Source: an optimization exercise on an open RTL-to-GDS flow (aim: small area, a short achievable clock period and few clock cycles). Production flows keep margins and buffers that such runs may drop. In this exercise RTL edits were held to simulation tests only and were not proved equivalent to the original. The clock port is modelled as an ideal driver; clocking choices that lean on that would not hold on a real chip. No activity file was given, so power comes from the tool's default toggle rates.

**design/flow/config.mk**
```make
export PLATFORM = sky130hd
export DESIGN_NAME = router_top
export DESIGN_NICKNAME = router_top
export VERILOG_FILES = /design/flow/design.v
export SDC_FILE = /design/flow/constraint.sdc
export NUM_CORES = 4
export LEC_CHECK = 0
export CAP_MARGIN = 20
export CORE_MARGIN = 2
export CORE_UTILIZATION = 40
export SETUP_SLACK_MARGIN = 3.5
export SLEW_MARGIN = 20
```
**design/flow/constraint.sdc**
```tcl
create_clock -name core_clock -period 5.0 [get_ports {clock}]
set_input_delay 1.0000 -clock core_clock [delete_from_list [all_inputs] [get_ports {clock}]]
set_output_delay 1.0000 -clock core_clock [all_outputs]
set_load 0.01 [all_outputs]
```
**design/flow/run.sh**
```bash
#!/bin/bash
# synth_recipe.tcl (not shown) runs the flow's synth.tcl, then flattens the netlist and writes it again
# the make line also repeats each setting of config.mk as NAME=value (left out here)
make -C /OpenROAD-flow-scripts/flow DESIGN_CONFIG=/design/flow/config.mk WORK_HOME=/design/flow/orfs CLKGATE_MAP_FILE= SYNTH_SCRIPT=/design/flow/synth_recipe.tcl finish
```
**design/flow/design.v**
```verilog
`timescale 1ns / 1ps
module fifo(
  input clk,
  input rst_n,
  input [7:0] r,
  input own,            
  input vld_next,
  input rd_enb,
  output a_q,           
  output vld,
  output [7:0] dout
);
  reg a, v;
  reg [7:0] ra;
  wire rd = rd_enb & v;
  always @(posedge clk)
    if (own & ~a) ra <= r;
  always @(posedge clk)
    if (!rst_n) begin
      a <= 1'b0; v <= 1'b0;
    end else begin
      a <= v & ~rd_enb;
      v <= vld_next;
    end
  assign a_q = a;
  assign vld = v;
  assign dout = ra;
endmodule
`timescale 1ns / 1ps
module router_top(clock,resetn,pkt_valid,read_enb_0,read_enb_1,read_enb_2,data_in,
                  busy,err,vld_out_0,vld_out_1,vld_out_2,data_out_0,data_out_1,data_out_2);
  input [7:0] data_in;
  input pkt_valid,clock,resetn,read_enb_0,read_enb_1,read_enb_2;
  output [7:0] data_out_0,data_out_1,data_out_2;
  output vld_out_0,vld_out_1,vld_out_2,err,busy;
  reg busy_q, in_pkt, pe, err_q, rv;
  reg [1:0] addr;       
  reg [7:0] r, par;
  wire [2:0] a, vld;
  wire [2:0] rdq = {read_enb_2, read_enb_1, read_enb_0};
  wire [2:0] own = {rv & (addr == 2'd2), rv & (addr == 2'd1), rv & (addr == 2'd0)};
  wire a_o = a[addr];                       
  wire stuck = rv & a_o;
  wire take = ~busy_q & (in_pkt | pkt_valid);
  wire [1:0] tgt = in_pkt ? addr : data_in[1:0];
  wire [2:0] hit = {tgt == 2'd2, tgt == 2'd1, tgt == 2'd0};
  wire [2:0] keep = vld & ~rdq;             
  wire [2:0] vld_next = keep | (take ? hit : (own & a));
  fifo fifo_0(clock, resetn, r, own[0], vld_next[0], read_enb_0, a[0], vld_out_0, data_out_0);
  fifo fifo_1(clock, resetn, r, own[1], vld_next[1], read_enb_1, a[1], vld_out_1, data_out_1);
  fifo fifo_2(clock, resetn, r, own[2], vld_next[2], read_enb_2, a[2], vld_out_2, data_out_2);
  assign vld = {vld_out_2, vld_out_1, vld_out_0};
  always @(posedge clock)
    if (!resetn) begin
      busy_q <= 1'b0; in_pkt <= 1'b0; pe <= 1'b0; err_q <= 1'b0; rv <= 1'b0;
    end else begin
      in_pkt <= take ? pkt_valid : in_pkt;
      rv <= take | stuck;
      busy_q <= take ? keep[tgt] : (stuck & ~rdq[addr]);
      pe <= take & in_pkt & ~pkt_valid;         
      err_q <= pe & (|par);
    end
  always @(posedge clock) begin
    if (take) addr <= tgt;
    if (!stuck) r <= data_in;
    if (!in_pkt) par <= data_in;
    else if (!busy_q) par <= par ^ data_in;
  end
  assign busy = busy_q;
  assign err = err_q;
endmodule
```
==> results of run 1 <==
[registers in the layout, summed over array words and instances, names as in the netlist, 2 cells and up]
name and cells:
addr 2, fifo_2.ra 8, r 8, par 8
fifo_1.ra 8, fifo_0.ra 8
[synthesized netlist by cell type]
cell	instances
nor2_1	5
clkbuf_1	1
dfxtp_1	11
a221oi_2	1
mux2_2	1
buf_2	1
and4b_2	1
nand3_1	1
nor3_1	1
and2_1	1
a211oi_1	1
nand4_1	1
nor3b_1	4
edfxtp_1	42
a311oi_4	1
o21a_1	1
nor2b_1	2
xnor2_1	8
inv_1	3
a21oi_1	8
nand2b_1	4
a311o_1	1
and4bb_1	1
o21bai_2	1
nor4_1	3
nand2_1	11
inv_2	2
and2b_4	1
and4bb_2	1
mux2i_1	3
nor4b_1	1
[cells by family after synthesis]
family                 share of synthesized area [%]
buffers and inverters                           1.40
AO/OA/AOI/OAI                                   6.00
flip-flops                                      75.5
XOR/XNOR                                        3.57
AND/OR/NAND/NOR                                 11.4
multiplexers                                    2.10
[area by class of cell]
class                      count  area, um^2
multi-input combinational     64         569
inverter                       5        21.3
sequential                    53        1490
clock inverter                 3        25.0
clock buffer                   5        68.8
timing repair buffer          63         474
tap                           67        83.8
fill                         390        1990
[per-layer routing]
| metal | track usage, % | vias up |
|---|---|---|
| li1 | - | 597 |
| met1 | 20.5 | 602 |
| met2 | 24.0 | 46 |
| met3 | 3.12 | 8 |
| met4 | 7.07 | 0 |
| met5 | 0 | - |
[through the flow]
stage               cell area [um^2]  hold WS (ns)  setup WS [ns]  power (mW)  utilization, %
CTS                             2600         0.433           3.14       0.846            55.1
floorplan                       2000         0.397           3.20       0.557               -
finish                          2730         0.425           3.16       0.860            57.9
detailed placement              2490         0.415           2.48       0.595            52.7
global placement                2490         0.421           2.53       0.593            52.7
global route                    2730         0.486           3.11       0.884            57.9
[worst paths after layout]
path	to	slack (ns)	startpoint	cells past startpoint
max reg2reg	r[7]$_DFFE_PN_	3.33	addr[1]$_DFFE_PN_	3
min reg2reg	err_q$_SDFF_PN0_	0.42	pe$_SDFF_PN0_	2
min	err_q$_SDFF_PN0_	0.42	pe$_SDFF_PN0_	2
max	data_out_0[7]	3.16	fifo_0.ra[7]$_DFFE_PP_	1
[report_power, final]
part	internal, mW	total, mW	switching [mW]
logic	0.0471	0.0884	0.0413
clock network	0.102	0.255	0.153
registers	0.500	0.516	0.0160
total	0.649	0.860	0.210
[tightest hold or removal path, delay by kind of cell, from the launching register on]
family | cells | cell delay [ns]
AOI/OAI and AO/OA | 1 | 0.04
DFF | 1 | 0.31
and+or+nand+nor | 1 | 0.05
[repair_timing]
item	CTS	global route
pin swaps	10	6
setup endpoints to repair	85	51
resized for setup	161	22
buffers inserted	14	7
==> flow_summary.json, run 1 <==
{
  "status": "timing/DRC/antenna clean",
  "hpwlAfterDp_mm": 2.53,
  "postRouteAntennaNets": 0,
  "skew_ns": 0.00509,
  "coreArea_um2": 4720,
  "vdd_drop_max_mv": 0.131,
  "rows": 25,
  "num-nets-final": 206,
  "met1Wirelength_mm": 1.87,
  "antenna_found_initial": 0,
  "wl_met3_um": 215,
  "worst_pin_slew_ns": 0.442,
  "synthCells": 124,
  "clk_path_buf_depth": 2,
  "synthesis.area_um2": 1960,
  "antenna_cells": 0,
  "crit_path_start_kind": "register",
  "fmax_mhz": 542,
  "p_leak_nw": 1.04,
  "die-area_um2": 5480,
  "first_global_vias": 1227,
  "cts_tree": "done",
  "power_density_nw_per_um2": 314,
  "clk_latency_ns": 0.31,
  "die_w_um": 74.0,
  "finalCriticalPeriod_ns": 1.84,
  "io_pins": 43,
  "area_delta_synth_final_pct": 39.3,
  "first_pass_iters": 4,
  "report.final.slew_viol_count": 0,
  "gp_congestion": 0.877,
  "grt_pass1_wl_mm": 6.14,
  "synth_area_leader_cell": "edfxtp_1",
  "met2WireLength_mm": 1.88,
  "wl_per_cell_um": 15.5,
  "cts_root_buffer": "clkbuf_8",
  "path_max_fanout": 1,
  "io_buffers": 42,
  "cts.sinks": 53,
  "mostFrequentLayoutCell": "edfxtp_1",
  "synth.top_cell.area_share_pct": 64.3,
  "top_layer_used": "met4",
  "end_kind": "output pin",
  "synth_seq_cells": 53,
  "relSlewSlack_pct": 70.5,
  "grt.total_usage_pct": 15.3,
  "post-route-drc-count": 0,
  "place_inst": 231,
  "drive_gt1_share_pct": 47.7,
  "finalHoldViolCount": 0,
  "path_buf_inv": 1,
  "first_iter_violations": 42,
  "holdCritPathClass": "register to register",
  "fin_crit_sh_pct": 36.9,
  "grt_max_degree": 19,
  "fp.dieH_um": 74.0,
  "cp.arrival_ns": 0.84,
  "setup_violations": 0,
  "overflow": 0,
  "final_cell_mix": "42 x edfxtp_1, 25 x buf_2, 16 x buf_4, 11 x nand2_1, 10 x buf_6",
  "ys_seq_area_share_pct": 75.5,
  "htreeDepth": 2,
  "initial_core_util_pct": 41.5,
  "cts-buffers-inserted": 5,
  "worstSetupPathType": "register to output pin",
  "crit_family": "flip-flops",
  "synth_cell_types": 31,
  "yosysWarnings": 2,
  "synthTopCellsByArea": "edfxtp_1 64%, dfxtp_1 11%, xnor2_1 3.6%",
  "routed_wl_mm": 4.04,
  "via_per_inst": 4.82,
  "worstPathCellList": "buf_2",
  "maxCapViolations": 0,
  "vias": 1253,
  "path_clk_slew_ns": 0.10,
  "stdcell_count": 260,
  "cts_hold_buf": 0,
  "avgSynthCellArea_um2": 15.8,
  "crit_slowest_cell": "edfxtp_1",
  "cp.required_ns": 4.00,
  "syn_nets": 138,
  "setup_tns_ns": 0,
  "slowest_delay_ns": 0.38,
  "rsz0062_at_grt": "yes"
}
Testbench counts, summed over its fixed seeds: cycles 28,230.
==> run 2, diff against run 1 <==
--- a/design/flow/config.mk
+++ b/design/flow/config.mk
@@ -10,3 +10,3 @@
 export CORE_UTILIZATION = 40
-export SETUP_SLACK_MARGIN = 3.5
+export SETUP_SLACK_MARGIN = 3.3
 export SLEW_MARGIN = 20
==> run 2 against run 1 <==
  * First-iteration DRC count grew 64%
  * Hold slack lost 0.0085 ns
  * Core utilization shrank 3.9 points
  * Critical path depth is the same
  * Power shrank 3.0%
  * Via count shrank 7.2%
==> flow_summary.json, run 2 <==
{
  "seqPwrFrac_pct": 62.0,
  "end_kind": "output pin",
  "setup_slack_ns": 3.15,
  "yosysWarnings": 2,
  "via_per_inst": 4.69,
  "syn_nets": 138,
  "worstSetupPathType": "register to output pin",
  "avgSynthCellArea_um2": 15.8,
  "crit_slowest_cell": "edfxtp_1",
  "holdCritPathClass": "register to register",
  "p_int_uw": 638,
  "cp.required_ns": 4.00,
  "clk_latency_ns": 0.31,
  "io_buffers": 42,
  "htreeDepth": 2,
  "synth.top_cell.area_share_pct": 64.3,
  "fmax_mhz": 539,
  "ys_seq_area_share_pct": 75.5,
  "finalCriticalPeriod_ns": 1.85,
  "synth_cell_types": 31,
  "rsz0062_at_grt": "yes",
  "routed_wl_mm": 3.58,
  "crit_family": "flip-flops",
  "first_global_vias": 1125,
  "report.final.slew_viol_count": 0,
  "p_leak_nw": 0.948,
  "fin_crit_sh_pct": 37.1,
  "place_inst": 231,
  "hpwlAfterDp_mm": 2.53,
  "ff2ff_path_depth": 3,
  "finalHoldViolCount": 0,
  "path_max_fanout": 1,
  "skew_ns": 0.0101,
  "io_pins": 43,
  "vias": 1163,
  "cp.arrival_ns": 0.85,
  "p_sw_uw": 196,
  "die-area_um2": 5480,
  "post_dp_cell_area_um2": 2470,
  "worst_pin_slew_ns": 0.609,
  "top_usage_layer": "met2",
  "comb_power_share_pct": 8.3,
  "startpoint": "fifo_1.ra[6]$_DFFE_PP_",
  "antenna_cells": 0,
  "final_cell_area_um2": 2550,
  "r2r_start": "addr[0]$_DFFE_PN_",
  "first_iter_violations": 69,
  "synthesis.area_um2": 1960,
  "worst_hold_path.num_cells": 2,
  "rrSetupSlack_ns": 3.39,
  "worstPathCellList": "buf_2",
  "relSlewSlack_pct": 59.2,
  "swShare_pct": 23.5,
  "dp_slack_ns": 2.56,
  "crit_end": "data_out_1[6]",
  "synth_seq_cells": 53,
  "rows": 25,
  "r2r_end": "r[2]$_DFFE_PN_",
  "initial_core_util_pct": 41.5,
  "grt.total_usage_pct": 14.2,
  "fp.dieH_um": 74.0,
  "grt_pass1_wl_mm": 5.64,
  "crit_path_start_kind": "register",
  "maxCapViolations": 0,
  "cts-buffers-inserted": 5,
  "power_density_nw_per_um2": 327,
  "slowest_delay_ns": 0.39,
  "gr-usage-met1_pct": 18.8,
  "die_w_um": 74.0,
  "fillers": 404,
  "drive_gt1_share_pct": 38.1,
  "wl_per_cell_um": 14.4,
  "cts.sinks": 53,
  "coreArea_um2": 4720,
  "mostFrequentLayoutCell": "edfxtp_1",
  "antenna_found_initial": 0,
  "synth_area_leader_cell": "edfxtp_1",
  "status": "timing/DRC/antenna clean",
  "first_pass_iters": 4,
  "num-nets-final": 194,
  "postRouteAntennaNets": 0,
  "gp_congestion": 0.870,
  "clk_path_buf_depth": 2,
  "setup_violations": 0,
  "grt_max_degree": 19,
  "power_frac_clock_pct": 29.7,
  "cts_root_buffer": "clkbuf_8",
  "synth.most_common_cell": "edfxtp_1",
  "synth_edf_count": 42,
  "area_delta_synth_final_pct": 29.9,
  "hold_ws_ns": 0.416,
  "cts_tree": "done",
  "post-route-drc-count": 0,
  "dominantRegCellSynth": "edfxtp_1",
  "synthTopCellsByArea": "edfxtp_1 64%, dfxtp_1 11%, xnor2_1 3.6%",
  "synth_common_cells": "42 x edfxtp_1, 11 x dfxtp_1, 11 x nand2_1",
  "use_met3_pct": 4.88,
  "setup_tns_ns": 0,
  "path_buf_inv": 1,
  "cp_num_cells": 1,
  "final_cell_mix": "42 x edfxtp_1, 27 x buf_2, 11 x nand2_1, 9 x buf_4",
  "stdcell_count": 248,
  "overflow": 0,
  "vdd_drop_max_mv": 0.147,
  "met2_usage_pct": 21.1,
  "path_clk_slew_ns": 0.10,
  "async_flop_share_pct": 0,
  "synthCells": 124
}
-- run 2: cell counts after synthesis --
No cell type changed its count.
-- run 2: how the worst min path moves through the flow --
stage | start | slack (ns) | endpoint
6_report | pe$_SDFF_PN0_ | 0.42 | err_q$_SDFF_PN0_
5_1_grt | pe$_SDFF_PN0_ | 0.44 | err_q$_SDFF_PN0_
3_5_place_dp | pe$_SDFF_PN0_ | 0.42 | err_q$_SDFF_PN0_
4_1_cts | pe$_SDFF_PN0_ | 0.43 | err_q$_SDFF_PN0_
3_3_place_gp | pe$_SDFF_PN0_ | 0.42 | err_q$_SDFF_PN0_
2_1_floorplan | pe$_SDFF_PN0_ | 0.40 | err_q$_SDFF_PN0_
-- run 2: logic make-up after synthesis --
| group | synth area share (%) |
|---|---|
| AOI/OAI and AO/OA | 6.00 |
| muxes | 2.10 |
| buffers and inverters | 1.40 |
| DFF | 75.5 |
| and+or+nand+nor | 11.4 |
| xor gates and xnor gates | 3.57 |
-- run 2: metal layers --
metal,part of all wire [%],vias up
met4,2.1,0
met2,45,38
met5,0,-
met3,6.5,7
li1,-,572
met1,46,546
-- run 2: layout make-up --
class / count / area, um^2 / share of cell area, %
clock buffer: 5 / 68.8 / 2.70
clock inverter: 3 / 25.0 / 0.982
inverter: 5 / 18.8 / 0.736
multi-input combinational: 64 / 509 / 20.0
sequential: 53 / 1490 / 58.4
tap: 67 / 83.8 / 3.29
timing repair buffer: 51 / 354 / 13.9
-- run 2: power groups by stage --
| stage | Clock (mW) | Sequential (mW) | Combinational (mW) |
|---|---|---|---|
| floorplan | 0 | 0.523 | 0.0315 |
| global placement | 0 | 0.525 | 0.0662 |
| detailed placement | 0 | 0.527 | 0.0663 |
| CTS | 0.256 | 0.518 | 0.0651 |
| global route | 0.274 | 0.520 | 0.0757 |
| finish | 0.248 | 0.517 | 0.0695 |
-- run 2: metrics by stage --
| stage | total power [mW] | util [%] |
|---|---|---|
| after floorplan | 0.555 | - |
| after global placement | 0.591 | 52.2 |
| after detailed placement | 0.593 | 52.2 |
| after CTS | 0.838 | 53.3 |
| after global routing | 0.869 | 54.0 |
| final | 0.834 | 54.0 |
-- run 2: what timing repair did --
action,CTS,global route
setup buffers,6,3
gates resized for setup,143,8
endpoints found under the setup margin,62,48
pin swaps,3,0
hold buffers,0,0
==> run 3, diff against run 2 <==
==> design/flow/design.v (replaced) <==
`timescale 1ns / 1ps
module fifo(
  input clk,
  input rst_n,
  input [7:0] r,
  input load,
  input vld_next,
  output vld,
  output [7:0] dout
);
  reg v;
  reg [7:0] ra;
  always @(posedge clk)
    if (load) ra <= r;
  always @(posedge clk)
    if (!rst_n) v <= 1'b0;
    else v <= vld_next;
  assign vld = v;
  assign dout = ra;
endmodule
`timescale 1ns / 1ps
module router_top(clock,resetn,pkt_valid,read_enb_0,read_enb_1,read_enb_2,data_in,
                  busy,err,vld_out_0,vld_out_1,vld_out_2,data_out_0,data_out_1,data_out_2);
  input [7:0] data_in;
  input pkt_valid,clock,resetn,read_enb_0,read_enb_1,read_enb_2;
  output [7:0] data_out_0,data_out_1,data_out_2;
  output vld_out_0,vld_out_1,vld_out_2,err,busy;
  reg busy_q, in_pkt, err_q, rv;
  reg [1:0] addr;       
  reg [7:0] r, par;
  wire [2:0] vld = {vld_out_2, vld_out_1, vld_out_0};
  wire [2:0] rdq = {read_enb_2, read_enb_1, read_enb_0};
  wire take = ~busy_q & (in_pkt | pkt_valid);
  wire [1:0] tgt = in_pkt ? addr : data_in[1:0];
  wire [1:0] addr_n = take ? tgt : addr;
  wire [2:0] hit = {addr_n == 2'd2, addr_n == 2'd1, addr_n == 2'd0};
  wire [2:0] at = {addr == 2'd2, addr == 2'd1, addr == 2'd0};
  wire [2:0] keep = vld & ~rdq;             
  wire [2:0] load = {3{rv & ~busy_q}} & at;
  wire [2:0] vld_next = keep | ({3{take | busy_q}} & hit);
  fifo fifo_0(clock, resetn, r, load[0], vld_next[0], vld_out_0, data_out_0);
  fifo fifo_1(clock, resetn, r, load[1], vld_next[1], vld_out_1, data_out_1);
  fifo fifo_2(clock, resetn, r, load[2], vld_next[2], vld_out_2, data_out_2);
  always @(posedge clock)
    if (!resetn) begin
      busy_q <= 1'b0; in_pkt <= 1'b0; err_q <= 1'b0; rv <= 1'b0;
    end else begin
      in_pkt <= take ? pkt_valid : in_pkt;
      rv <= take | busy_q;
      busy_q <= (take | busy_q) & keep[addr_n];
      err_q <= take & in_pkt & ~pkt_valid & (|(par ^ data_in));
    end
  always @(posedge clock) begin
    addr <= addr_n;
    if (!busy_q) r <= data_in;
    if (!in_pkt) par <= data_in;
    else if (!busy_q) par <= par ^ data_in;
  end
  assign busy = busy_q;
  assign err = err_q;
endmodule
--- a/design/flow/config.mk
+++ b/design/flow/config.mk
@@ -10,3 +10,3 @@
 export CORE_UTILIZATION = 40
-export SETUP_SLACK_MARGIN = 3.3
+export SETUP_SLACK_MARGIN = 3.2
 export SLEW_MARGIN = 20
==> run 3 against run 2 <==
  * Still clean on timing, DRC and antenna
  * Fmax up 2.0%
  * Non-clock buffer count down 7
  * Clock power shrank 8.9%
  * Final area shrank 11%
  * Hold slack better by 0.065 ns
  * Sequential share of layout area grew 2.9 points
  * Sequential power shrank 5.6%
  * Count of clock-buffer cells in the layout rose by 1
  * Setup slack improved by 0.036 ns
  * First-iteration DRC count is 35% higher
  * Critical endpoint unchanged
  * Largest cell class unchanged
  * Highest routed layer unchanged
==> flow_summary.json, run 3 <==
{
  "maxCapViolations": 0,
  "antenna_cells": 0,
  "drive_gt1_share_pct": 34.6,
  "cts_hold_buf": 0,
  "synth_area_leader_cell": "edfxtp_1",
  "synthesis.area_um2": 1820,
  "initial_core_util_pct": 41.7,
  "hold_start": "r[4]$_DFFE_PN_",
  "synth_seq_cells": 49,
  "ys_seq_area_share_pct": 76.0,
  "grt_max_degree": 16,
  "grt_pass1_wl_mm": 4.80,
  "worstPathCellList": "buf_2",
  "die_w_um": 71.4,
  "synth.top_cell.area_share_pct": 66.1,
  "finalCriticalPeriod_ns": 1.82,
  "finalHoldViolCount": 0,
  "io_buffers": 42,
  "crit_path_start_kind": "register",
  "r2r_start": "busy_q$_SDFF_PN0_",
  "fmax_mhz": 550,
  "mostFrequentLayoutCell": "edfxtp_1",
  "status": "timing/DRC/antenna clean",
  "setup_slack_ns": 3.18,
  "power_density_nw_per_um2": 347,
  "vias": 989,
  "io_pins": 43,
  "avgSynthCellArea_um2": 17.0,
  "gp_congestion": 0.732,
  "relSlewSlack_pct": 56.1,
  "cts_root_buffer": "clkbuf_8",
  "first_pass_iters": 4,
  "fillers": 367,
  "num-nets-final": 169,
  "vdd_drop_max_mv": 0.187,
  "worst_pin_slew_ns": 0.656,
  "htreeDepth": 2,
  "cts-buffers-inserted": 5,
  "post-route-drc-count": 0,
  "synth_edf_count": 40,
  "first_global_vias": 953,
  "holdCritPathClass": "register to register",
  "path_max_fanout": 1,
  "coreArea_um2": 4350,
  "dominantRegCellSynth": "edfxtp_1",
  "syn_nets": 121,
  "crit_family": "flip-flops",
  "final_cell_mix": "40 x edfxtp_1, 28 x buf_2, 10 x nand2_1, 8 x xnor2_1, 8 x xor2_1",
  "grt.total_usage_pct": 12.5,
  "first_iter_violations": 93,
  "rsz0062_at_grt": "yes",
  "path_buf_inv": 1,
  "synth_common_cells": "40 x edfxtp_1, 10 x nand2_1, 9 x dfxtp_1",
  "die-area_um2": 5100,
  "cts.sinks": 49,
  "cp.arrival_ns": 0.82,
  "end_kind": "output pin",
  "crit_slowest_cell": "edfxtp_1",
  "cp.required_ns": 4.00,
  "path_clk_slew_ns": 0.09,
  "yosysWarnings": 2,
  "postRouteAntennaNets": 0,
  "fin_crit_sh_pct": 36.4,
  "ff2ff_path_depth": 2,
  "hpwlAfterDp_mm": 2.13,
  "skew_ns": 0.00384,
  "holdPathEnd": "fifo_1.ra[4]$_DFFE_PP_",
  "cts_tree": "done",
  "synth_cell_types": 28,
  "worst_hold_path.num_cells": 0,
  "worstSetupPathType": "register to output pin",
  "r2r_end": "fifo_0.ra[3]$_DFFE_PP_",
  "report.final.slew_viol_count": 0,
  "rows": 24,
  "routed_wl_mm": 3.04,
  "synthTopCellsByArea": "edfxtp_1 66%, dfxtp_1 9.9%, xnor2_1 3.9%",
  "p_leak_nw": 0.861,
  "wl_per_cell_um": 14.6,
  "fp.dieH_um": 71.4,
  "via_per_inst": 4.75,
  "overflow": 0,
  "clk_path_buf_depth": 2,
  "setup_violations": 0,
  "setup_tns_ns": 0,
  "synth.most_common_cell": "edfxtp_1",
  "dp_slack_ns": 2.48,
  "synthCells": 107,
  "antenna_found_initial": 0,
  "async_flop_share_pct": 0,
  "clk_latency_ns": 0.29,
  "rrSetupSlack_ns": 3.50,
  "slowest_delay_ns": 0.38,
  "area_delta_synth_final_pct": 24.7
}
-- run 3: cell count changes after synthesis, sizes merged, moves of 2 or more --
cell,delta
xor2,+8
a21oi,-6
nor2,-5
inv,-3
nor3b,-3
a21boi,+2
dfxtp,-2
edfxtp,-2
nand2b,-2
nand4b,+2
o31a,+2
-- run 3: cells by family after synthesis --
family	after synthesis	synth area share (%)
muxes	3	1.72
and+or+nand+nor	24	8.82
AOI/OAI and AO/OA	10	4.20
buffers and inverters	5	1.51
DFF	49	76.0
xor gates and xnor gates	16	7.71
-- run 3: metal layers --
layer | share of wire [%] | track usage, % | vias to the layer above
met4 | 0.59 | 5.03 | 0
met3 | 6.3 | 4.22 | 2
met2 | 47 | 19.4 | 30
met5 | 0 | 0 | -
li1 | - | - | 487
met1 | 46 | 16.1 | 470
-- run 3: how the worst max path moves through the flow --
stage / start / to / slack (ns) / cells after the start
floorplan: pkt_valid / busy_q$_SDFF_PN0_ / 3.18 / 4
global placement: pkt_valid / busy_q$_SDFF_PN0_ / 2.56 / 5
detailed placement: pkt_valid / busy_q$_SDFF_PN0_ / 2.48 / 5
CTS: busy_q$_SDFF_PN0_ / busy / 3.12 / 1
global route: fifo_0.ra[5]$_DFFE_PP_ / data_out_0[5] / 3.13 / 1
finish: fifo_1.ra[6]$_DFFE_PP_ / data_out_1[6] / 3.18 / 1
-- run 3: final cells by class --
type	count	area, um^2	share of cell area (%)
tap	52	65.1	2.87
inverter	2	7.51	0.331
clock inverter	2	15.0	0.663
sequential	49	1390	61.3
timing repair buffer	44	284	12.5
clock buffer	6	72.6	3.20
multi-input combinational	53	433	19.1
-- run 3: through the flow --
step / cells / total power [mW] / utilization [%] / cell area (um^2) / hold slack [ns]
after global routing: 208 / 0.823 / 52.0 / 2270 / 0.494
final: 208 / 0.787 / 52.0 / 2270 / 0.481
after detailed placement: 198 / 0.578 / 52.6 / 2290 / 0.466
after CTS: 208 / 0.794 / 52.0 / 2260 / 0.484
after global placement: 198 / 0.575 / 52.6 / 2290 / 0.445
after floorplan: 107 / 0.534 / - / 1820 / 0.440
-- run 3: what timing repair did --
action | in CTS | in global routing
endpoints found under the setup margin | 36 | 39
pin swaps | 1 | 2
resized for setup | 132 | 7
buffers inserted | 2 | 0
-- run 3: where the power goes --
group / leakage, nW / internal, mW / switching [mW] / total [mW]
sequential: 0.464 / 0.471 / 0.0170 / 0.488
clock: 0.0374 / 0.0986 / 0.127 / 0.226
combinational: 0.360 / 0.0368 / 0.0368 / 0.0735
Testbench counts of run 3, summed over its fixed seeds: cycles 28,229.
==> run 4, diff against run 3 <==
--- a/design/flow/config.mk
+++ b/design/flow/config.mk
@@ -10,3 +10,3 @@
 export CORE_UTILIZATION = 40
-export SETUP_SLACK_MARGIN = 3.2
+export SETUP_SLACK_MARGIN = 3.5
 export SLEW_MARGIN = 20
==> run 4 against run 3 <==
  * Critical path type unchanged
  * Sequential share of layout area is 4.2 points lower
  * Global-route usage is 0.090 points higher
  * Combinational power is 26% higher
  * Clock skew is 0.0047 ns higher
==> flow_summary.json, run 4 <==
{
  "finalCriticalPeriod_ns": 1.81,
  "path_buf_inv": 1,
  "initial_core_util_pct": 41.7,
  "post_dp_cell_area_um2": 2290,
  "slowest_delay_ns": 0.37,
  "setup_violations": 0,
  "worst_pin_slew_ns": 0.492,
  "worstPathCellList": "buf_2",
  "vias": 1010,
  "comb_power_share_pct": 11.0,
  "fillers": 362,
  "synthesis.area_um2": 1820,
  "hpwlAfterDp_mm": 2.13,
  "clk_path_buf_depth": 2,
  "synth_area_leader_cell": "edfxtp_1",
  "synth_seq_cells": 49,
  "fin_crit_sh_pct": 36.2,
  "swShare_pct": 20.9,
  "first_iter_violations": 80,
  "seqPwrFrac_pct": 57.8,
  "async_flop_share_pct": 0,
  "path_clk_slew_ns": 0.08,
  "drive_gt1_share_pct": 42.1,
  "grt_pass1_wl_mm": 4.87,
  "synthCells": 107,
  "power_density_nw_per_um2": 348,
  "fp.dieH_um": 71.4,
  "synth.most_common_cell": "edfxtp_1",
  "antenna_cells": 0,
  "syn_nets": 121,
  "antenna_found_initial": 0,
  "yosysWarnings": 2,
  "synth.top_cell.area_share_pct": 66.1,
  "p_sw_uw": 177,
  "dominantRegCellSynth": "edfxtp_1",
  "worstSetupPathType": "register to output pin",
  "cts-buffers-inserted": 5,
  "crit_family": "flip-flops",
  "end_kind": "output pin",
  "first_global_vias": 964,
  "synthTopCellsByArea": "edfxtp_1 66%, dfxtp_1 9.9%, xnor2_1 3.9%",
  "coreArea_um2": 4350,
  "maxCapViolations": 0,
  "final_cell_area_um2": 2430,
  "skew_ns": 0.00859,
  "status": "timing/DRC/antenna clean",
  "htreeDepth": 2,
  "power_frac_clock_pct": 31.2,
  "io_buffers": 42,
  "rsz0062_at_grt": "yes",
  "total_power_uw": 846,
  "area_delta_synth_final_pct": 33.8,
  "path_max_fanout": 1,
  "cp.arrival_ns": 0.81,
  "p_leak_nw": 0.931,
  "finalHoldViolCount": 0,
  "final_cell_mix": "40 x edfxtp_1, 27 x buf_2, 10 x nand2_1, 9 x buf_4",
  "avgSynthCellArea_um2": 17.0,
  "cts_root_buffer": "clkbuf_8",
  "grt.total_usage_pct": 12.6,
  "report.final.slew_viol_count": 0,
  "crit_slowest_cell": "edfxtp_1",
  "die-area_um2": 5100,
  "gp_congestion": 0.751,
  "rows": 24,
  "overflow": 0,
  "synth_common_cells": "40 x edfxtp_1, 10 x nand2_1, 9 x dfxtp_1",
  "mostFrequentLayoutCell": "edfxtp_1",
  "ys_seq_area_share_pct": 76.0,
  "die_w_um": 71.4,
  "num-nets-final": 177,
  "post-route-drc-count": 0,
  "setup_tns_ns": 0,
  "cp.required_ns": 4.00,
  "wl_per_cell_um": 14.5,
  "cts_tree": "done",
  "cts.sinks": 49,
  "postRouteAntennaNets": 0,
  "routed_wl_mm": 3.14,
  "synth_cell_types": 28,
  "cts_hold_buf": 0,
  "synth_edf_count": 40,
  "grt_max_degree": 15,
  "clk_latency_ns": 0.29,
  "crit_path_start_kind": "register",
  "via_per_inst": 4.68,
  "io_pins": 43,
  "relSlewSlack_pct": 67.2,
  "holdCritPathClass": "register to register",
  "fmax_mhz": 553,
  "first_pass_iters": 4,
  "p_int_uw": 670,
  "vdd_drop_max_mv": 0.216
}
==> run 4: changes by cell type in the layout (fill, tap and decap cells not counted), sizes merged <==
cell / before / now
clkbuf: 8 / 6
dlymetal6s2s: 2 / 0
clkinv: 0 / 1
dlygate4sd2: 6 / 2
clkinvlp: 2 / 0
bufinv: 0 / 1
buf: 31 / 48
clkdlybuf4s50: 3 / 2
==> run 4: timing repair <==
action / 4_1_cts / 5_1_grt
pin swaps: 6 / 5
buffers inserted: 4 / 6
setup endpoints to repair: 56 / 44
resized for setup: 171 / 21
==> run 4: kinds of logic (layout without fill, tap and decap cells) <==
family	after synthesis	in the layout	share of synthesized area, %
flops	49	49	76.0
simple gates	24	24	8.82
xor+xnor	16	16	7.71
compound gates	10	10	4.20
buf+inv	5	62	1.51
mux	3	3	1.72
==> run 4: power by group through the flow <==
stage                     logic (mW)  clock network (mW)  registers, mW
final                         0.0929               0.264          0.489
after global routing           0.101               0.289          0.493
after floorplan               0.0372                   0          0.497
after global placement        0.0799                   0          0.495
after CTS                     0.0784               0.273          0.488
after detailed placement      0.0808                   0          0.497
==> run 4: final cells by class <==
type                       instances  area, um^2  share of cell area (%)
multi-input combinational         53         473                    19.5
tap                               52        65.1                    2.68
timing repair buffer              52         390                    16.1
clock inverter                     2        33.8                    1.39
clock buffer                       6        72.6                    2.99
sequential                        49        1390                    57.1
inverter                           2        7.51                   0.309
==> run 4: worst paths after layout <==
kind	from	endpoint	slack [ns]	depth (start not counted)
max	fifo_2.ra[5]$_DFFE_PP_	data_out_2[5]	3.19	1
min	r[4]$_DFFE_PN_	fifo_1.ra[4]$_DFFE_PP_	0.48	0
min reg2reg	r[4]$_DFFE_PN_	fifo_1.ra[4]$_DFFE_PP_	0.48	0
max reg2reg	in_pkt$_SDFFE_PN0N_	fifo_2.v$_SDFF_PN0_	3.53	4
==> run 4: stage by stage <==
step / std cells / setup slack (ns) / hold slack [ns] / utilization [%]
2_1_floorplan: 107 / 3.18 / 0.440 / -
3_3_place_gp: 198 / 2.56 / 0.445 / 52.6
3_5_place_dp: 198 / 2.49 / 0.461 / 52.6
4_1_cts: 210 / 3.17 / 0.479 / 53.0
5_1_grt: 216 / 3.15 / 0.497 / 55.8
6_report: 216 / 3.19 / 0.476 / 55.8
==> run 4: per-layer routing <==
metal	GRT usage, %	vias up	wire [um]
met5	0	-	0
met1	16.8	470	1380
met3	4.92	3	217
met4	3.14	0	27
li1	-	505	-
met2	19.4	32	1520
==> run 5, diff against run 4 <==
--- a/design/flow/design.v
+++ b/design/flow/design.v
@@ -27,3 +27,3 @@
   output vld_out_0,vld_out_1,vld_out_2,err,busy;
-  reg busy_q, in_pkt, err_q, rv;
+  reg busy_q, in_pkt, pe, err_q, rv;
   reg [1:0] addr;       
@@ -45,3 +45,3 @@
     if (!resetn) begin
-      busy_q <= 1'b0; in_pkt <= 1'b0; err_q <= 1'b0; rv <= 1'b0;
+      busy_q <= 1'b0; in_pkt <= 1'b0; pe <= 1'b0; err_q <= 1'b0; rv <= 1'b0;
     end else begin
@@ -50,3 +50,4 @@
       busy_q <= (take | busy_q) & keep[addr_n];
-      err_q <= take & in_pkt & ~pkt_valid & (|(par ^ data_in));
+      pe <= take & in_pkt & ~pkt_valid;         
+      err_q <= pe & (|par);                      
     end
--- a/design/flow/config.mk
+++ b/design/flow/config.mk
@@ -10,3 +10,3 @@
 export CORE_UTILIZATION = 40
-export SETUP_SLACK_MARGIN = 3.5
+export SETUP_SLACK_MARGIN = 3.2
 export SLEW_MARGIN = 20
==> run 5 against run 4 <==
  * Non-clock buffer count down 8
  * Fmax down 0.72%
  * Highest routed layer unchanged
  * Hold slack worse by 0.046 ns
  * Flip-flop and latch count up 1
  * Clock skew up 0.0013 ns
  * Setup slack worse by 0.013 ns
==> flow_summary.json, run 5 <==
{
  "fmax_mhz": 549,
  "p_leak_nw": 0.837,
  "num-nets-final": 174,
  "gp_congestion": 0.754,
  "wl_per_cell_um": 14.6,
  "finish.utilization_pct": 53.0,
  "path_max_fanout": 1,
  "cts_tree": "done",
  "report.final.slew_viol_count": 0,
  "grt_pass1_wl_mm": 5.22,
  "synth.most_common_cell": "edfxtp_1",
  "relSlewSlack_pct": 57.6,
  "drive_gt1_share_pct": 32.9,
  "async_flop_share_pct": 0,
  "grt.total_usage_pct": 13.6,
  "fillers": 376,
  "avgSynthCellArea_um2": 16.1,
  "io_pins": 43,
  "fin_crit_sh_pct": 36.5,
  "cp.arrival_ns": 0.82,
  "crit_path_start_kind": "register",
  "synth.top_cell.area_share_pct": 67.2,
  "via_per_inst": 5.02,
  "end_kind": "output pin",
  "antenna_cells": 0,
  "synthCells": 111,
  "vias": 1069,
  "status": "timing/DRC/antenna clean",
  "path_clk_slew_ns": 0.09,
  "first_iter_violations": 109,
  "hpwlAfterDp_mm": 2.23,
  "synthTopCellsByArea": "edfxtp_1 67%, dfxtp_1 11%, xnor2_1 3.9%",
  "r2r_end": "fifo_1.ra[2]$_DFFE_PP_",
  "die-area_um2": 5020,
  "ff2ff_path_depth": 3,
  "antenna_found_initial": 0,
  "vdd_drop_max_mv": 0.157,
  "post_dp_cell_area_um2": 2280,
  "htreeDepth": 2,
  "rows": 24,
  "die_w_um": 70.9,
  "slowest_delay_ns": 0.38,
  "path_buf_inv": 1,
  "crit_family": "flip-flops",
  "routed_wl_mm": 3.12,
  "finalCriticalPeriod_ns": 1.82,
  "first_global_vias": 1061,
  "worst_pin_slew_ns": 0.634,
  "coreArea_um2": 4320,
  "skew_ns": 0.00985,
  "rsz0062_at_grt": "yes",
  "rrSetupSlack_ns": 3.37,
  "first_pass_iters": 4,
  "dominantRegCellSynth": "edfxtp_1",
  "grt_max_degree": 16,
  "synthesis.area_um2": 1790,
  "hold_start": "pe$_SDFF_PN0_",
  "setup_tns_ns": 0,
  "multi_input_area_um2": 413,
  "synth_cell_types": 27,
  "syn_nets": 125,
  "overflow": 0,
  "mostFrequentLayoutCell": "edfxtp_1",
  "area_delta_synth_final_pct": 28.2,
  "worstSetupPathType": "register to output pin",
  "clk_path_buf_depth": 2,
  "io_buffers": 42,
  "worst_hold_path.num_cells": 2,
  "holdPathEnd": "err_q$_SDFF_PN0_",
  "cts.sinks": 50,
  "clk_latency_ns": 0.30,
  "fp.dieH_um": 70.9,
  "final_cell_area_um2": 2290,
  "r2r_start": "busy_q$_SDFF_PN0_",
  "yosysWarnings": 2,
  "ys_seq_area_share_pct": 78.4,
  "synth_common_cells": "40 x edfxtp_1, 14 x nand2_1, 10 x dfxtp_1",
  "final_cell_mix": "40 x edfxtp_1, 30 x buf_2, 14 x nand2_1, 9 x clkdlybuf4s50_1, 8 x xnor2_1",
  "register_area_um2": 1410,
  "crit_slowest_cell": "edfxtp_1",
  "cts_hold_buf": 0,
  "initial_core_util_pct": 41.3,
  "setup_violations": 0,
  "synth_area_leader_cell": "edfxtp_1",
  "holdCritPathClass": "register to register",
  "synth_edf_count": 40,
  "postRouteAntennaNets": 0,
  "synth_seq_cells": 50,
  "worstPathCellList": "buf_2",
  "cts_root_buffer": "clkbuf_8",
  "post-route-drc-count": 0,
  "finalHoldViolCount": 0,
  "maxCapViolations": 0,
  "power_density_nw_per_um2": 362,
  "cp.required_ns": 4.00,
  "cts-buffers-inserted": 5
}
==> run 5: changes by cell type after synthesis, sizes merged, moves of 3 or more <==
cell	previous run	this run
nor2b	3	0
nand2	10	14
xor2	8	0
o21ai	1	4
nor2	0	5
==> run 5: logic make-up after synthesis <==
kind of cell,synth area share (%)
buffers and inverters,1.68
flip-flops,78.4
AND/OR/NAND/NOR,10.6
AO/OA/AOI/OAI,4.83
XOR/XNOR,3.92
multiplexers,0.630
==> run 5: worst max path at each step <==
stage	endpoint	slack (ns)	depth (start not counted)	startpoint
2_1_floorplan	fifo_0.ra[0]$_DFFE_PP_	3.14	2	busy_q$_SDFF_PN0_
3_3_place_gp	fifo_1.v$_SDFF_PN0_	2.53	5	pkt_valid
3_5_place_dp	fifo_1.v$_SDFF_PN0_	2.51	5	pkt_valid
4_1_cts	data_out_0[4]	3.16	1	fifo_0.ra[4]$_DFFE_PP_
5_1_grt	data_out_1[2]	3.12	1	fifo_1.ra[2]$_DFFE_PP_
6_report	data_out_0[4]	3.18	1	fifo_0.ra[4]$_DFFE_PP_
==> run 5: layer usage <==
layer	global-route usage, %	part of all wire, %	wire [um]
met4	3.98	1.3	39
met2	21.0	49	1530
met3	6.13	6.8	213
met1	17.4	43	1330
met5	0	0	0
==> run 5: power by group <==
group / total, mW / internal, mW / switching (mW) / leakage [nW]
Clock: 0.267 / 0.148 / 0.120 / 0.0528
Combinational: 0.0673 / 0.0326 / 0.0347 / 0.312
Sequential: 0.496 / 0.478 / 0.0178 / 0.473
Total: 0.830 / 0.658 / 0.172 / 0.837
==> run 5: per-stage QoR <==
stage | worst slack, ns | hold slack, ns | std cells | power, mW
after floorplan | 3.14 | 0.397 | 111 | 0.533
after global placement | 2.53 | 0.413 | 203 | 0.575
after detailed placement | 2.51 | 0.416 | 203 | 0.576
after CTS | 3.16 | 0.434 | 213 | 0.837
after global routing | 3.12 | 0.466 | 213 | 0.871
final | 3.18 | 0.430 | 213 | 0.830
==> run 5: cell type report <==
cell class / count / area share [%]
inverter: 4 / 0.655
tap: 52 / 2.84
clock inverter: 2 / 1.47
multi-input combinational: 55 / 18.0
clock buffer: 6 / 3.17
timing repair buffer: 44 / 12.4
sequential: 50 / 61.5
==> run 5: timing repair <==
action	4_1_cts	5_1_grt
cloned	0	0
setup endpoints to repair	39	36
buffers inserted	2	0
resized for setup	132	6
Testbench counts of run 5, summed over its fixed seeds: cycles 28,230.
==> run 6, diff against run 5 <==
==> design/flow/flow/run.sh (new file) <==
#!/bin/bash
# The standard layout (standard.sh) with two ORFS settings changed:
# ports are buffered with buf_1 cells (repair sizes them up where timing
# needs it) and CTS inserts no dummy loads. The make output goes to
# flow_make.log; ORFS keeps each step's log under orfs/logs/.
set -euo pipefail
bash standard.sh \
  "BUFFER_PORTS_ARGS=-buffer_cell sky130_fd_sc_hd__buf_1" \
  "CTS_ARGS=-sink_clustering_enable -repair_clock_nets -dont_use_dummy_load" \
  finish > flow_make.log 2>&1
==> design/flow/standard.sh (new file) <==
#!/bin/bash
# synth_recipe.tcl (not shown) runs the flow's synth.tcl, then flattens the netlist and writes it again
# the make line also repeats each setting of config.mk as NAME=value (left out here)
make -C /OpenROAD-flow-scripts/flow DESIGN_CONFIG=/design/flow/config.mk WORK_HOME=/design/flow/orfs CLKGATE_MAP_FILE= SYNTH_SCRIPT=/design/flow/synth_recipe.tcl "${@:-finish}"
removed: design/flow/run.sh
==> run 6 against run 5 <==
  * Final area is 6.0% lower
  * Wire length is 2.9% lower
  * Sequential share of layout area is 3.9 points higher
  * Global-route usage fell by 0.45 points
  * Clock skew grew 0.0024 ns
  * Non-clock buffer count shrank 1
  * First-iteration DRC count fell by 36%
  * Largest cell class unchanged
==> flow_summary.json, run 6 <==
{
  "first_iter_violations": 70,
  "setup_slack_ns": 3.18,
  "synth_seq_cells": 50,
  "crit_slowest_cell": "edfxtp_1",
  "finish.utilization_pct": 49.8,
  "hold_ws_ns": 0.408,
  "area_delta_synth_final_pct": 20.5,
  "coreArea_um2": 4320,
  "fillers": 394,
  "status": "timing/DRC/antenna clean",
  "async_flop_share_pct": 0,
  "fp.dieH_um": 70.9,
  "hold_start": "pe$_SDFF_PN0_",
  "path_buf_inv": 1,
  "comb_power_share_pct": 7.6,
  "fmax_mhz": 551,
  "fin_crit_sh_pct": 36.3,
  "synthesis.area_um2": 1790,
  "initial_core_util_pct": 41.3,
  "dp_slack_ns": 2.86,
  "wl_per_cell_um": 14.5,
  "grt_pass1_wl_mm": 5.01,
  "yosysWarnings": 2,
  "num-nets-final": 173,
  "first_global_vias": 1042,
  "worstPathCellList": "buf_1",
  "setup_violations": 0,
  "syn_nets": 125,
  "rrSetupSlack_ns": 3.36,
  "grt.total_usage_pct": 13.1,
  "swShare_pct": 22.0,
  "final_cell_mix": "40 x edfxtp_1, 23 x clkbuf_2, 16 x buf_1, 14 x nand2_1, 8 x xnor2_1",
  "die_w_um": 70.9,
  "relSlewSlack_pct": 58.1,
  "worst_pin_slew_ns": 0.625,
  "holdCritPathClass": "register to register",
  "clk_path_buf_depth": 2,
  "r2r_end": "fifo_1.ra[7]$_DFFE_PP_",
  "dominantRegCellSynth": "edfxtp_1",
  "gp_congestion": 0.823,
  "hpwlAfterDp_mm": 2.18,
  "mostFrequentLayoutCell": "edfxtp_1",
  "crit_family": "flip-flops",
  "synthCells": 111,
  "vdd_drop_max_mv": 0.127,
  "synth_common_cells": "40 x edfxtp_1, 14 x nand2_1, 10 x dfxtp_1",
  "clk_latency_ns": 0.30,
  "synth.top_cell.area_share_pct": 67.2,
  "antenna_cells": 0,
  "holdPathEnd": "err_q$_SDFF_PN0_",
  "cts_tree": "done",
  "report.final.slew_viol_count": 0,
  "synthTopCellsByArea": "edfxtp_1 67%, dfxtp_1 11%, xnor2_1 3.9%",
  "path_clk_slew_ns": 0.08,
  "cp.arrival_ns": 0.82,
  "multi_input_area_um2": 394,
  "path_max_fanout": 1,
  "avgSynthCellArea_um2": 16.1,
  "drive_gt1_share_pct": 28.0,
  "postRouteAntennaNets": 0,
  "crit_path_start_kind": "register",
  "cts-buffers-inserted": 5,
  "maxCapViolations": 0,
  "cts_root_buffer": "clkbuf_8",
  "worst_hold_path.num_cells": 2,
  "routed_wl_mm": 3.03,
  "rsz0062_at_grt": "yes",
  "slowest_delay_ns": 0.38,
  "io_buffers": 42,
  "via_per_inst": 4.96,
  "p_leak_nw": 0.759,
  "antenna_found_initial": 0,
  "overflow": 0,
  "finalCriticalPeriod_ns": 1.82,
  "synth_cell_types": 27,
  "cts_hold_buf": 0,
  "htreeDepth": 2,
  "skew_ns": 0.0122,
  "p_int_uw": 593,
  "worstSetupPathType": "register to output pin",
  "post-route-drc-count": 0,
  "seqPwrFrac_pct": 65.2,
  "synth_area_leader_cell": "edfxtp_1",
  "register_area_um2": 1410,
  "vias": 1036,
  "cp.required_ns": 4.00,
  "end_kind": "output pin",
  "power_frac_clock_pct": 27.2,
  "io_pins": 43,
  "finalHoldViolCount": 0,
  "ff2ff_path_depth": 3,
  "cts.sinks": 50,
  "grt_max_degree": 16,
  "rows": 24,
  "setup_tns_ns": 0,
  "first_pass_iters": 4,
  "ys_seq_area_share_pct": 78.4,
  "r2r_start": "busy_q$_SDFF_PN0_",
  "power_density_nw_per_um2": 353,
  "p_sw_uw": 167,
  "die-area_um2": 5020,
  "synth.most_common_cell": "edfxtp_1",
  "synth_edf_count": 40
}
==> run 6: changes by cell type in the layout (fill, tap and decap cells not counted), sizes merged <==
cell and delta:
bufinv -1, clkdlybuf4s50 -9, dlygate4sd2 -2, clkinv -1, buf -13, clkbuf +22
==> run 6: worst max path at each step <==
| stage | from | to | slack [ns] | cells after the start |
|---|---|---|---|---|
| floorplan | busy_q$_SDFF_PN0_ | fifo_0.ra[0]$_DFFE_PP_ | 3.14 | 2 |
| global placement | pkt_valid | fifo_1.v$_SDFF_PN0_ | 2.90 | 5 |
| detailed placement | pkt_valid | fifo_1.v$_SDFF_PN0_ | 2.86 | 5 |
| CTS | busy_q$_SDFF_PN0_ | busy | 3.11 | 1 |
| global route | fifo_0.ra[4]$_DFFE_PP_ | data_out_0[4] | 3.14 | 1 |
| finish | fifo_0.ra[1]$_DFFE_PP_ | data_out_0[1] | 3.18 | 1 |
==> run 6: final cells by class <==
cell class	count	share of cell area, %
Clock buffer	5	3.19
Inverter	4	0.697
Multi-Input combinational cell	55	18.3
Sequential cell	50	65.3
Tap cell	52	3.02
Timing Repair Buffer	43	9.47
==> run 6: through the flow <==
| stage | power (mW) | instances | area, um^2 |
|---|---|---|---|
| final | 0.761 | 209 | 2150 |
| after global routing | 0.792 | 209 | 2150 |
| after CTS | 0.762 | 208 | 2100 |
| after detailed placement | 0.558 | 203 | 2020 |
| after global placement | 0.556 | 203 | 2020 |
| after floorplan | 0.533 | 111 | 1800 |
==> run 6: cells by family after synthesis <==
logic type | Yosys count | synth area share, %
mux | 1 | 0.630
compound gates | 12 | 4.83
flops | 50 | 78.4
simple gates | 34 | 10.6
xor+xnor | 8 | 3.92
buf+inv | 6 | 1.68
==> run 6: power groups by stage <==
stage / combinational [mW] / sequential, mW / clock, mW
floorplan: 0.0290 / 0.504 / 0
global placement: 0.0524 / 0.503 / 0
detailed placement: 0.0535 / 0.505 / 0
CTS: 0.0553 / 0.495 / 0.212
global route: 0.0637 / 0.500 / 0.228
finish: 0.0577 / 0.496 / 0.207
==> run 6: timing repair <==
item                                    in CTS  in global routing
buffers inserted                             0                  1
gates resized for setup                      6                 26
endpoints found under the setup margin      27                 31
==> run 6: layer usage <==
| metal | up-vias | part of all wire [%] | routed length (um) | GRT usage (%) |
|---|---|---|---|---|
| li1 | 504 | - | - | - |
| met1 | 493 | 46 | 1380 | 16.0 |
| met2 | 34 | 46 | 1400 | 20.8 |
| met3 | 5 | 6.4 | 194 | 4.99 |
| met4 | 0 | 1.8 | 54 | 6.08 |
| met5 | - | 0 | 0 | 0 |
==> run 7, diff against run 6 <==
--- a/design/flow/design.v
+++ b/design/flow/design.v
@@ -32,10 +32,12 @@
   wire [2:0] rdq = {read_enb_2, read_enb_1, read_enb_0};
+  wire [2:0] keep = vld & ~rdq;             
+  wire [2:0] at = {addr[1], ~addr[1] & addr[0], ~addr[1] & ~addr[0]};
+  wire [2:0] ad = {data_in[1], ~data_in[1] & data_in[0], ~data_in[1] & ~data_in[0]};
+  wire sel = busy_q | in_pkt;
+  wire hdr = ~sel & pkt_valid;              
   wire take = ~busy_q & (in_pkt | pkt_valid);
-  wire [1:0] tgt = in_pkt ? addr : data_in[1:0];
-  wire [1:0] addr_n = take ? tgt : addr;
-  wire [2:0] hit = {addr_n == 2'd2, addr_n == 2'd1, addr_n == 2'd0};
-  wire [2:0] at = {addr == 2'd2, addr == 2'd1, addr == 2'd0};
-  wire [2:0] keep = vld & ~rdq;             
+  wire ka = addr[1] ? keep[2] : (addr[0] ? keep[1] : keep[0]);
+  wire kd = data_in[1] ? keep[2] : (data_in[0] ? keep[1] : keep[0]);
   wire [2:0] load = {3{rv & ~busy_q}} & at;
-  wire [2:0] vld_next = keep | ({3{take | busy_q}} & hit);
+  wire [2:0] vld_next = keep | ({3{sel}} & at) | ({3{hdr}} & ad);
   fifo fifo_0(clock, resetn, r, load[0], vld_next[0], vld_out_0, data_out_0);
@@ -49,3 +51,3 @@
       rv <= take | busy_q;
-      busy_q <= (take | busy_q) & keep[addr_n];
+      busy_q <= sel ? ka : (pkt_valid & kd);
       pe <= take & in_pkt & ~pkt_valid;         
@@ -54,3 +56,3 @@
   always @(posedge clock) begin
-    addr <= addr_n;
+    if (hdr) addr <= data_in[1:0];
     if (!busy_q) r <= data_in;
==> design/flow/run.sh (new file) <==
#!/bin/bash
# synth_recipe.tcl (not shown) runs the flow's synth.tcl, then flattens the netlist and writes it again
# the make line also repeats each setting of config.mk as NAME=value (left out here)
make -C /OpenROAD-flow-scripts/flow DESIGN_CONFIG=/design/flow/config.mk WORK_HOME=/design/flow/orfs CLKGATE_MAP_FILE= SYNTH_SCRIPT=/design/flow/synth_recipe.tcl finish
removed: design/flow/flow/run.sh
removed: design/flow/standard.sh
==> run 7 against run 6 <==
  * Still clean
  * Die area is 0.92% lower
  * Power is 8.2% higher
  * Sequential power is 1% lower
  * Clock power is 36% higher
  * Global-route usage is 0.40 points higher
  * Via count is 4.2% lower
  * Critical endpoint is now data_out_2[3]
  * Largest power group unchanged
==> flow_summary.json, run 7 <==
{
  "worstSetupPathType": "register to output pin",
  "multi_input_area_um2": 363,
  "htreeDepth": 2,
  "slowest_delay_ns": 0.40,
  "finalHoldViolCount": 0,
  "grt_max_degree": 17,
  "ys_seq_area_share_pct": 80.3,
  "io_buffers": 42,
  "stdcell_count": 208,
  "setup_violations": 0,
  "cts_root_buffer": "clkbuf_8",
  "cts_hold_buf": 0,
  "first_global_vias": 969,
  "power_frac_clock_pct": 34.1,
  "clk_latency_ns": 0.30,
  "hpwlAfterDp_mm": 2.11,
  "cp.arrival_ns": 0.85,
  "seqPwrFrac_pct": 59.5,
  "avgSynthCellArea_um2": 17.0,
  "dominantRegCellSynth": "edfxtp_1",
  "synth_common_cells": "42 x edfxtp_1, 12 x nand2_1, 8 x dfxtp_1, 8 x xnor2_1, 4 x nand2b_1",
  "place_inst": 197,
  "synth_seq_cells": 50,
  "finalCriticalPeriod_ns": 1.85,
  "path_buf_inv": 1,
  "cts_tree": "done",
  "setup_tns_ns": 0,
  "via_per_inst": 4.77,
  "gp_congestion": 0.766,
  "die-area_um2": 4970,
  "num-nets-final": 169,
  "synth_area_leader_cell": "edfxtp_1",
  "status": "timing/DRC/antenna clean",
  "final_cell_area_um2": 2290,
  "area_delta_synth_final_pct": 29.3,
  "clk_path_buf_depth": 2,
  "rsz0062_at_grt": "yes",
  "overflow": 0,
  "p_int_uw": 653,
  "synthTopCellsByArea": "edfxtp_1 71%, dfxtp_1 9.0%, xnor2_1 4.0%",
  "grt_pass1_wl_mm": 5.04,
  "routed_wl_mm": 3.08,
  "wl_per_cell_um": 14.8,
  "maxCapViolations": 0,
  "io_pins": 43,
  "crit_slowest_cell": "edfxtp_1",
  "mostFrequentLayoutCell": "edfxtp_1",
  "fmax_mhz": 541,
  "fp.dieH_um": 70.5,
  "rows": 24,
  "initial_core_util_pct": 41.2,
  "synth.top_cell.area_share_pct": 71.2,
  "yosysWarnings": 2,
  "comb_power_share_pct": 6.4,
  "total_power_uw": 823,
  "synthCells": 104,
  "path_max_fanout": 1,
  "p_leak_nw": 0.838,
  "antenna_found_initial": 0,
  "worst_pin_slew_ns": 0.659,
  "post-route-drc-count": 0,
  "vdd_drop_max_mv": 0.238,
  "cts-buffers-inserted": 5,
  "die_w_um": 70.5,
  "synth.most_common_cell": "edfxtp_1",
  "drive_gt1_share_pct": 32.1,
  "postRouteAntennaNets": 0,
  "register_area_um2": 1430,
  "vias": 993,
  "post_dp_cell_area_um2": 2260,
  "fillers": 372,
  "fin_crit_sh_pct": 37.0,
  "cp.required_ns": 4.00,
  "syn_nets": 118,
  "synth_cell_types": 26,
  "swShare_pct": 20.7,
  "holdCritPathClass": "register to register",
  "synth_edf_count": 42,
  "report.final.slew_viol_count": 0,
  "crit_family": "flip-flops",
  "synthesis.area_um2": 1770,
  "crit_path_start_kind": "register",
  "worstPathCellList": "buf_2",
  "antenna_cells": 0,
  "end_kind": "output pin",
  "path_clk_slew_ns": 0.09,
  "first_iter_violations": 88,
  "skew_ns": 0.00582,
  "relSlewSlack_pct": 55.9,
  "rrSetupSlack_ns": 3.47,
  "p_sw_uw": 170,
  "power_density_nw_per_um2": 360,
  "async_flop_share_pct": 0,
  "grt.total_usage_pct": 13.5,
  "cts.sinks": 50,
  "final_cell_mix": "42 x edfxtp_1, 27 x buf_2, 12 x nand2_1, 8 x xnor2_1, 7 x clkdlybuf4s50_1",
  "first_pass_iters": 4,
  "coreArea_um2": 4290
}
[run 7: cell type report]
type                       count  area share [%]
clock inverter                 3            1.91
multi-input combinational     50            15.9
inverter                       2           0.328
tap                           52            2.84
clock buffer                   5            3.01
timing repair buffer          46            13.6
sequential                    50            62.4
[run 7: cells by family (layout without fill, tap and decap cells)]
logic type	after synthesis	count (layout)	share of synthesized area (%)
mux	1	1	0.565
xor+xnor	8	8	3.96
buf+inv	4	56	0.918
simple gates	32	32	10.5
flops	50	50	80.3
compound gates	9	9	3.75
[run 7: stage by stage]
stage          utilization (%)  setup slack, ns  hold slack (ns)
2_1_floorplan                -             3.11            0.397
3_3_place_gp              52.7             2.66            0.442
3_5_place_dp              52.7             2.61            0.439
4_1_cts                   53.0             3.12            0.460
5_1_grt                   53.3             3.10            0.477
6_report                  53.3             3.15            0.451
[run 7: what timing repair did]
item                       CTS  global route
buffers inserted             2             1
setup endpoints to repair   40            27
pin swaps                    3             0
gates cloned                 0             0
gates resized for setup    130             3
[run 7: worst paths after layout]
kind	startpoint	end	cells past startpoint
max	fifo_2.ra[3]$_DFFE_PP_	data_out_2[3]	1
min	pe$_SDFF_PN0_	err_q$_SDFF_PN0_	2
max reg2reg	busy_q$_SDFF_PN0_	fifo_0.ra[6]$_DFFE_PP_	2
min reg2reg	pe$_SDFF_PN0_	err_q$_SDFF_PN0_	2
[run 7: metal layers]
metal	track usage, %	wire [um]	up-vias
met4	6.29	65	0
met5	0	0	-
li1	-	-	501
met2	20.5	1470	30
met3	4.84	155	5
met1	17.5	1390	457
[run 7: power groups by stage]
stage	sequential [mW]	combinational, mW	clock [mW]
floorplan	0.499	0.0216	0
global placement	0.499	0.0563	0
detailed placement	0.500	0.0565	0
CTS	0.490	0.0517	0.290
global route	0.493	0.0573	0.310
finish	0.490	0.0523	0.281
Testbench counts of run 7, summed over its fixed seeds: cycles 28,230.
==> run 8, diff against run 7 <==
==> design/flow/flow/run.sh (new file) <==
#!/bin/bash
# The standard layout (standard.sh) with these ORFS settings changed:
# - ports are buffered with buf_1 cells (repair sizes them up where timing
#   needs it);
# - before CTS, flow/pre_cts.tcl builds a one-level clock tree: the
#   registers are split by position into three groups, each driven by one
#   clkbuf_8 fed straight from the clock port (CTS then finds the clock
#   already buffered and adds nothing);
# - CTS inserts no dummy loads.
# The make output goes to flow_make.log; ORFS keeps each step's log under
# orfs/logs/.
set -euo pipefail
export CLK_GROUPS=3
export CLK_BUF=sky130_fd_sc_hd__clkbuf_8
bash standard.sh \
  "BUFFER_PORTS_ARGS=-buffer_cell sky130_fd_sc_hd__buf_1" \
  "PRE_CTS_TCL=$PWD/flow/pre_cts.tcl" \
  "CTS_ARGS=-sink_clustering_enable -repair_clock_nets -dont_use_dummy_load" \
  finish > flow_make.log 2>&1
==> design/flow/flow/pre_cts.tcl (new file) <==
# Clock tree of one level: the registers are split by position into
# CLK_GROUPS groups and each group's clock pins are driven by one clkbuf_16
# placed at the group's centre, straight from the clock port. Every register
# thus sees the same single buffer stage.
set ngroups 3
set bufcell sky130_fd_sc_hd__clkbuf_16
if {[info exists ::env(CLK_BUF)]} { set bufcell $::env(CLK_BUF) }
if {[info exists ::env(CLK_GROUPS)]} { set ngroups $::env(CLK_GROUPS) }
set block [ord::get_db_block]
set dbu [$block getDbUnitsPerMicron]
set regs {}
foreach inst [$block getInsts] {
  set m [[$inst getMaster] getName]
  if {[string match "sky130_fd_sc_hd__*df*" $m]} {
    set bb [$inst getBBox]
    set x [expr {([$bb xMin] + [$bb xMax]) / 2.0 / $dbu}]
    set y [expr {([$bb yMin] + [$bb yMax]) / 2.0 / $dbu}]
    lappend regs [list $x $y [$inst getName]]
  }
}
# split by angle around the centre so the groups are compact sectors
set cx 0.0; set cy 0.0
foreach r $regs { set cx [expr {$cx + [lindex $r 0]}]; set cy [expr {$cy + [lindex $r 1]}] }
set n [llength $regs]
set cx [expr {$cx / $n}]; set cy [expr {$cy / $n}]
set keyed {}
foreach r $regs {
  lappend keyed [list [expr {atan2([lindex $r 1] - $cy, [lindex $r 0] - $cx)}] {*}$r]
}
set keyed [lsort -real -index 0 $keyed]
for {set g 0} {$g < $ngroups} {incr g} {
  set lo [expr {$g * $n / $ngroups}]
  set hi [expr {($g + 1) * $n / $ngroups - 1}]
  set pins {}
  set gx 0.0; set gy 0.0
  foreach r [lrange $keyed $lo $hi] {
    lappend pins [get_pins "[lindex $r 3]/CLK"]
    set gx [expr {$gx + [lindex $r 1]}]; set gy [expr {$gy + [lindex $r 2]}]
  }
  set k [llength $pins]
  set gx [expr {$gx / $k}]; set gy [expr {$gy / $k}]
  puts "clock buffer $g at $gx $gy for $k registers"
  insert_buffer -buffer_cell $bufcell -net clock -load_pins $pins \
    -location [list $gx $gy] -buffer_name clkbuf_g$g -net_name clk_g$g
}
==> design/flow/standard.sh (new file) <==
#!/bin/bash
# synth_recipe.tcl (not shown) runs the flow's synth.tcl, then flattens the netlist and writes it again
# the make line also repeats each setting of config.mk as NAME=value (left out here)
make -C /OpenROAD-flow-scripts/flow DESIGN_CONFIG=/design/flow/config.mk WORK_HOME=/design/flow/orfs CLKGATE_MAP_FILE= SYNTH_SCRIPT=/design/flow/synth_recipe.tcl "${@:-finish}"
removed: design/flow/run.sh
==> run 8 against run 7 <==
  * Synthesized cell count stayed put
  * Combinational power decreased by 18%
  * Final area shrank 8.9%
  * Largest power group unchanged
  * First-iteration DRC count fell by 35%
  * Still clean on timing, DRC and antenna
  * Area after synthesis unchanged
  * Power down 17%
  * Sequential share of layout area increased by 5.9 points
  * Setup slack better by 0.063 ns
  * Cell count shrank 3.8%
  * Global-route usage down 2.1 points
==> flow_summary.json, run 8 <==
{
  "status": "timing/DRC/antenna clean",
  "antenna_found_initial": 0,
  "io_pins": 43,
  "io_buffers": 42,
  "coreArea_um2": 4290,
  "gp_congestion": 0.773,
  "rsz0062_at_grt": "yes",
  "hold_ws_ns": 0.450,
  "avgSynthCellArea_um2": 17.0,
  "post-route-drc-count": 0,
  "initial_core_util_pct": 41.2,
  "postRouteAntennaNets": 0,
  "finalCriticalPeriod_ns": 1.79,
  "cts_setup_buffers": 0,
  "power_density_nw_per_um2": 329,
  "first_iter_violations": 57,
  "path_clk_slew_ns": 0.10,
  "finalHoldViolCount": 0,
  "mostFrequentLayoutCell": "edfxtp_1",
  "dominantRegCellSynth": "edfxtp_1",
  "fmax_mhz": 560,
  "synth.most_common_cell": "edfxtp_1",
  "grt_max_degree": 18,
  "num-nets-final": 164,
  "hpwlAfterDp_mm": 2.10,
  "report.final.slew_viol_count": 0,
  "worstSetupPathType": "input port to register",
  "crit_path_start_kind": "input port",
  "cp.required_ns": 5.10,
  "routed_wl_mm": 2.97,
  "end_kind": "register",
  "async_flop_share_pct": 0,
  "vias": 990,
  "fin_crit_sh_pct": 35.7,
  "final_cell_mix": "42 x edfxtp_1, 40 x buf_1, 12 x nand2_1, 8 x xnor2_1, 7 x dfxtp_1",
  "cp.arrival_ns": 1.89,
  "setup_tns_ns": 0,
  "grt.total_usage_pct": 11.4,
  "rrSetupSlack_ns": 3.50,
  "yosysWarnings": 2,
  "overflow": 0,
  "first_global_vias": 951,
  "clk_latency_ns": 0.16,
  "synth_common_cells": "42 x edfxtp_1, 12 x nand2_1, 8 x dfxtp_1, 8 x xnor2_1, 4 x nand2b_1",
  "synth_seq_cells": 50,
  "synth_area_leader_cell": "edfxtp_1",
  "path_max_fanout": 2,
  "grt_pass1_wl_mm": 4.80,
  "synthCells": 104,
  "via_per_inst": 4.95,
  "rows": 24,
  "vdd_drop_max_mv": 0.117,
  "setup_violations": 0,
  "drive_gt1_share_pct": 8.78,
  "wl_per_cell_um": 14.8,
  "synthTopCellsByArea": "edfxtp_1 71%, dfxtp_1 9.0%, xnor2_1 4.0%",
  "maxCapViolations": 0,
  "ys_seq_area_share_pct": 80.3,
  "worst_pin_slew_ns": 0.619,
  "ff2ff_path_depth": 3,
  "die_w_um": 70.5,
  "synthesis.area_um2": 1770,
  "holdCritPathClass": "register to register",
  "synth.top_cell.area_share_pct": 71.2,
  "syn_nets": 118,
  "relSlewSlack_pct": 58.6,
  "worst_hold_path.num_cells": 2,
  "die-area_um2": 4970,
  "p_leak_nw": 0.660,
  "skew_ns": 0.00962,
  "cts_hold_buf": 0,
  "antenna_cells": 0,
  "fp.dieH_um": 70.5,
  "first_pass_iters": 4,
  "area_delta_synth_final_pct": 17.7,
  "synth_cell_types": 26,
  "synth_edf_count": 42
}
[run 8: repair_timing]
item                                   in CTS  in global routing
cloned                                      0                  0
setup endpoints to repair                  11                  2
pin swaps                                   3                  1
gates resized for setup                     4                  5
endpoints found under the hold margin       0                  0
[run 8: final cells by class, without the clock buffers]
class                      count  area, um^2
sequential                    50        1430
timing repair buffer          43         168
fill                         375        2210
multi-input combinational     50         378
inverter                       2        7.51
tap                           52        65.1
[run 8: worst paths after layout]
| check | startpoint | end |
|---|---|---|
| max | read_enb_0 | busy_q$_SDFF_PN0_ |
| min | pe$_SDFF_PN0_ | err_q$_SDFF_PN0_ |
| max reg2reg | in_pkt$_SDFFE_PN0P_ | fifo_1.v$_SDFF_PN0_ |
| min reg2reg | pe$_SDFF_PN0_ | err_q$_SDFF_PN0_ |
[run 8: critical path: stages]
cell       delay [ns]
buf_1            0.08
or3b_4           0.38
a2111oi_4        0.29
a311o_1          0.14
[run 8: cell families after synthesis]
logic type / count (synthesis) / synth area share, %
mux: 1 / 0.565
flops: 50 / 80.3
compound gates: 9 / 3.75
simple gates: 32 / 10.5
buf+inv: 4 / 0.918
xor+xnor: 8 / 3.96
[run 8: per-stage QoR]
stage	std cells	utilization (%)	total power [mW]	setup WS [ns]	area, um^2
after global routing	200	48.5	0.712	3.18	2080
after global placement	197	46.5	0.538	3.02	2000
after detailed placement	197	46.5	0.541	2.97	2000
final	200	48.5	0.686	3.21	2080
after CTS	200	48.1	0.658	3.03	2060
after floorplan	104	-	0.520	3.11	1780
[run 8: layer usage]
metal	routed length (um)	up-vias	part of all wire [%]	global-route usage, %
met5	0	-	0	0
met4	76	0	2.6	1.89
met3	140	7	4.7	0.855
met2	1480	31	50	20.2
met1	1270	472	43	15.9
li1	-	480	-	-
[run 8: where the power goes]
group / internal (mW) / switching (mW)
Combinational: 0.0181 / 0.0245
Clock: 0.0557 / 0.0974
Sequential: 0.476 / 0.0144
Total: 0.550 / 0.136

==> static timing again, ports no longer ideal <==
No port has a modelled driver above. Below, the same layouts with a new extraction and two added sets of constraints. Step 1 sets driving cells, clkbuf_16 on the clock port and buf_2 on the other inputs (assumed; they add their load-dependent delay and slew). Step 2 also shifts input and output timing later by t, the mid clock arrival at the registers, as if the neighbouring blocks saw the same clock. Slacks: ideal / step 1 / step 2; pairs: ideal / step 1.
| run | shift t [ns] | setup slack, ns |
|---|---|---|
| run 1 | 0.336 | 3.157 / 3.129 / 3.002 |
| run 2 | 0.335 | 3.146 / 3.120 / 3.008 |
| run 3 | 0.318 | 3.182 / 3.156 / 2.958 |
| run 4 | 0.311 | 3.191 / 3.168 / 2.960 |
| run 5 | 0.314 | 3.177 / 3.155 / 2.923 |
| run 6 | 0.316 | 3.185 / 3.159 / 2.941 |
| run 7 | 0.324 | 3.150 / 3.124 / 2.915 |
| run 8 | 0.200 | 3.213 / 3.175 / 3.036 |
After both steps every run listed still meets setup and hold.
